This is an optimization exercise on Yosys and OpenROAD, whose aim is small area, a short achievable clock period and few clock cycles per item, not a production implementation.
In this exercise RTL edits were held to simulation tests only and were not proved equivalent to the original.
Power is estimated from default activity; no workload was simulated.

==> flow/design.v <==
`timescale 1ns / 1ps
module matrix2x2_mult (
    input       clk,
    input       rst,
    input       start,
    input [7:0]  a00, a01,
    input [7:0]  a10, a11,
    input [7:0]  b00, b01,
    input [7:0]  b10, b11,
    output reg [16:0] c00, c01,
    output reg [16:0] c10, c11,
    output reg done
);
always@(posedge clk, posedge rst)
begin
    if(rst) begin
        c00 <= 0;
        c01 <= 0;
        c10 <= 0;
        c11 <= 0;
        done <= 0;
    end
    else    begin
        if(start)   begin
            c00 <= (a00 * b00) + (a01 * b10);
            c01 <= (a00 * b01) + (a01 * b11);
            c10 <= (a10 * b00) + (a11 * b10);
            c11 <= (a10 * b01) + (a11 * b11);
            done <= 1'b1;
        end
        else    begin
            c00 <= 0;
            c01 <= 0;
            c10 <= 0;
            c11 <= 0;
            done <= 0;    
        end
    end
end
endmodule
==> flow/run.sh <==
#!/bin/bash
# synth_recipe.tcl (not shown) runs the flow's synth.tcl, then flattens the netlist and writes it again
# the make line also repeats each setting of config.mk as NAME=value (left out here)
make -C /OpenROAD-flow-scripts/flow DESIGN_CONFIG=/design/flow/config.mk WORK_HOME=/design/flow/orfs CLKGATE_MAP_FILE= SYNTH_SCRIPT=/design/flow/synth_recipe.tcl finish
==> flow/config.mk <==
export PLATFORM = sky130hd
export DESIGN_NAME = matrix2x2_mult
export DESIGN_NICKNAME = matrix2x2_mult
export VERILOG_FILES = /design/flow/design.v
export SDC_FILE = /design/flow/constraint.sdc
export NUM_CORES = 4
export LEC_CHECK = 0
export CAP_MARGIN = 20
export CORE_MARGIN = 2
export CORE_UTILIZATION = 40
export SLEW_MARGIN = 20
==> flow/constraint.sdc <==
create_clock -name core_clock -period 7.0 [get_ports {clk}]
set_input_delay 1.4000 -clock core_clock [delete_from_list [all_inputs] [get_ports {clk}]]
set_output_delay 1.4000 -clock core_clock [all_outputs]
set_load 0.01 [all_outputs]
==> impl_results.md <==
* DR pass1 iterations at 5
* Final WS setup at 0.309 ns
* Min-Delay Path Class: in2async
* DRT iter0 DRCs at 651
* Maximum clock path buffer count at 2
* Synth unique cells at 54
* CP Launch Type: input pin
* Detailed Place HPWL at 40,400 um
* Post-CTS setup buffers at 0
* Die width at between 200 and 250 um
* Area grow syn2layout at 18.8%
* Sequential share of power at 5.5%
* Worst-path cell chain: clkdlybuf4s50_1 -> buf_4 -> buf_4 -> and2_1 -> fa_1 -> inv_1 -> fa_1 -> inv_1 -> fa_1 -> fa_1 -> fa_1 -> inv_1 -> fa_1 -> inv_1 -> ha_1 -> nand4_1 -> nor4_1 -> nor2_1 -> a21oi_1 -> nor3_1 -> nor3_1
* Port bufs at roughly 140
* Vias at around 15k
* Initial Util at 40.5%
* Max Cap Viol at 0
* Register area share after synthesis at slightly below 9%
* Net Sw Frac at 49.1%
* Number of CTS-inserted buffers at 9
* Global-route wire length before repair at 82,500 um
* CTS tree: done
* Pre-CTS WS at -0.0848 ns
* Synth top area cells: fa_1 (39%), ha_1 (16%), and2_1 (11%)
* PwrDens at 498 nW/um2
* Final Hold Fails at 0
* Clock share of power at 3.9%
* Die area at 51,400 um2
* Overflow after GRT at 0
* Max VDD drop at approximately 440 uV
* WL/cell at 15.9 um
* Vias in the first global route at 16.9k
* Share of cells above drive strength 1 at 7.34%
* DR DRC count at 0
* Core Footprint at 49,000 um2
* Clock root cell: clkbuf_16
* Internal at ~6.0 mW
* Number of fill cells at 4,755
* Final #Nets at between 3k and 4k
* Fin. max-slew vios at 0
* Number of routed nets with antenna violations at 0
* Total wire length at 48,500 um
* GR Util All Layers at 20.6%
* CP max-delay cell: fa_1
* Lkg Pwr at ~12 nW
* Num rows at 81
* Die Y-Extent at between 200 and 250 um
* GP Congestion at about 0.86
* Initial antenna violation count at 0
* Synth warnings at 1
* Power, Total at 11.8 mW
* Post-synth EDFFs at 0
* Async S/R FF share, synth at 100%
* Design area at roughly 24,000 um2
* Worst Max-Slew Pin Slew at between 0.8 and 0.9 ns
* Post-Syn Area at ~20,000 um2
* Crit path max fanout at 10
* Cell Area, Placed at 23,300 um2
* Largest net degree at the start of global routing at 70
* Crit Path Category: in2reg
* Logic pwr share at slightly above 90%
* WP data arrival at 6.97 ns
* Htree depth at 3
* Sw power at 5.78 mW
* Mapped Cells at 2,167
* Tcrit/Tclk final at 95.6%
* Top FF cell, synth: dfrtp_1
* Fmax at 0.149 GHz
* Unrepaired setup endpoints after global routing: false
* Cell type with the largest total area after synthesis: fa_1
* Fin util at 48.2%
* Status: timing/DRC/antenna clean
* CP Capture Type: flop
* CTS Sinks at a little under 70
* Seq cells post-synth at 69
* Max stage delay on crit path at between 0.5 and 0.6 ns
* Average cell area after synthesis at 9.16 um2
* Final setup violation count at 0
* Top Ports at around 140
* Most common cell on crit path: fa_1
* Clk slew on worst S/H paths at 0.06 ns
* Slew headroom at 40.7%
* Vias per inst at 4.88
* Post-synth top area share at 39.1%
* CP required at about 7.3 ns
* Final Critical Period at 6.69 ns
* Net Count, Synth at 2,882
-- synthesized netlist by cell type, types with 2 or more instances --
cell and count:
inv_1 524, fa_1 388, and2_1 357, ha_1 260
nand2_1 200, clkbuf_1 71, dfrtp_1 69, nor2_1 50
a21oi_1 40, o21ai_0 25, xnor2_1 15, xor2_1 15
nor2b_1 12, o21a_1 12, a211oi_1 11, a21o_1 11
nand3_1 11, nand2b_1 10, nor3_1 10, mux2i_1 8
and3_1 6, nand4_1 6, o21bai_1 5, o31ai_1 5
o21ai_1 4, or3_1 4, o31a_1 3, or2_2 3
a31o_2 2, a31oi_1 2, a41oi_1 2, and3_4 2
buf_1 2, nor4_1 2
-- routing by layer --
| layer | share of wire (%) | global-route usage, % | vias up |
|---|---|---|---|
| met4 | 2.3 | 6.01 | 0 |
| met2 | 51 | 36.7 | 317 |
| li1 | - | - | 6864 |
| met3 | 4.6 | 2.67 | 56 |
| met1 | 43 | 26.1 | 7662 |
| met5 | 0 | 0 | - |
-- kinds of logic after synthesis --
| family | synth area share, % |
|---|---|
| compound gates | 4.57 |
| fa+ha+maj | 55.5 |
| mux | 0.404 |
| simple gates | 18.1 |
| buf+inv | 11.3 |
| flops | 8.70 |
| xor+xnor | 1.32 |
-- timing repair --
action,4_1_cts,5_1_grt
hold buffers,0,0
endpoints found under the setup margin,0,1
hold endpoints to repair,0,0
resized for setup,0,1
-- registers in the layout (all words and copies together), names as in the netlist --
register and cells:
c11 17, c10 17, c01 17, c00 17
done 1
-- metrics by stage --
stage / setup TNS, ns / std cells / hold slack (ns)
finish: 0 / 3052 / 1.52
global route: 0 / 3049 / 1.55
CTS: 0 / 3049 / 1.52
detailed placement: -0.265 / 3033 / 1.93
global placement: 0 / 3033 / 1.93
floorplan: 0 / 2167 / 1.43
-- worst max-delay path by stage --
stage,start,cells past startpoint,end
final,b11[5],21,c01[15]
after global placement,a01[6],20,c01[15]
after detailed placement,b11[5],21,c01[15]
after CTS,b11[5],21,c01[15]
after global routing,b11[5],21,c01[15]
after floorplan,a11[6],20,c11[16]
-- worst max-delay path, delay by kind of cell --
family	cells	cell delay [ns]
AND/OR/NAND/NOR	6	1.05
adder cells (fa/ha/maj)	7	3.33
AO/OA/AOI/OAI	1	0.25
buffers and inverters	7	0.94
-- power groups by stage --
stage / Sequential [mW] / Clock (mW) / Combinational, mW
6_report: 0.649 / 0.453 / 10.6
3_3_place_gp: 0.664 / 0 / 10.5
2_1_floorplan: 0.720 / 0 / 7.22
5_1_grt: 0.665 / 0.490 / 12.2
3_5_place_dp: 0.661 / 0 / 10.7
4_1_cts: 0.657 / 0.479 / 10.8
-- final cells by class --
type / instances / area, um2 / area share [%]
multi-input cells: 1500 / 15900 / 67.3
clock inverters: 7 / 51.3 / 0.218
inverters: 524 / 1970 / 8.35
clock buffers: 9 / 225 / 0.955
flip-flops and latches: 69 / 1730 / 7.32
repair buffers: 276 / 2900 / 12.3
well taps: 664 / 831 / 3.52
diodes: 3 / 7.51 / 0.0318
-- cells in the final DEF, fill, tap and decap left out, types with 11 or more instances in the layout --
cell / synthesis / layout
inv_1: 524 / 522
fa_1: 388 / 388
dfrtp_1: 69 / 69
nor2_1: 50 / 50
nand3_1: 11 / 11
nand2_1: 200 / 200
o21a_1: 12 / 12
ha_1: 260 / 260
a21oi_1: 40 / 40
o21ai_0: 25 / 25
buf_4: 0 / 101
clkdlybuf4s50_1: 0 / 133
nor2b_1: 12 / 12
and2_1: 357 / 357
buf_12: 0 / 39
xnor2_1: 15 / 15
a21o_1: 11 / 11
a211oi_1: 11 / 11
xor2_1: 15 / 15
Testbench counts, summed over its fixed seeds: cycles 16,000, items 16,000.

==> separate check: timing with driven ports <==
How much do the figures lean on ideal ports? The routed layout below was timed once more, with nothing changed but the port constraints. Step 1 (the two cells are an assumption about what drives the block):
set clk [get_ports {clk}]
set_driving_cell -lib_cell sky130_fd_sc_hd__clkbuf_16 $clk
set_driving_cell -lib_cell sky130_fd_sc_hd__buf_2 [delete_from_list [all_inputs] $clk]
Step 2 also shifts input and output timing later by t, the mid clock arrival at the registers, as if the neighbouring blocks saw the same clock. a / b / c = ideal / step 1 / step 2; a / b = the first two.
t (ns): 0.429
setup WS [ns]: 0.309 / 0.342 / -0.088
worst setup path at the end: input to register
worst register clock-pin slew, ns: 0.07 / 0.07
pins driven straight from the clock port: 1
With both steps, setup timing fails in this run, where it was met with ideal ports. The setup slack of this run moves by +0.033 ns with the drivers and by -0.397 ns with both steps.
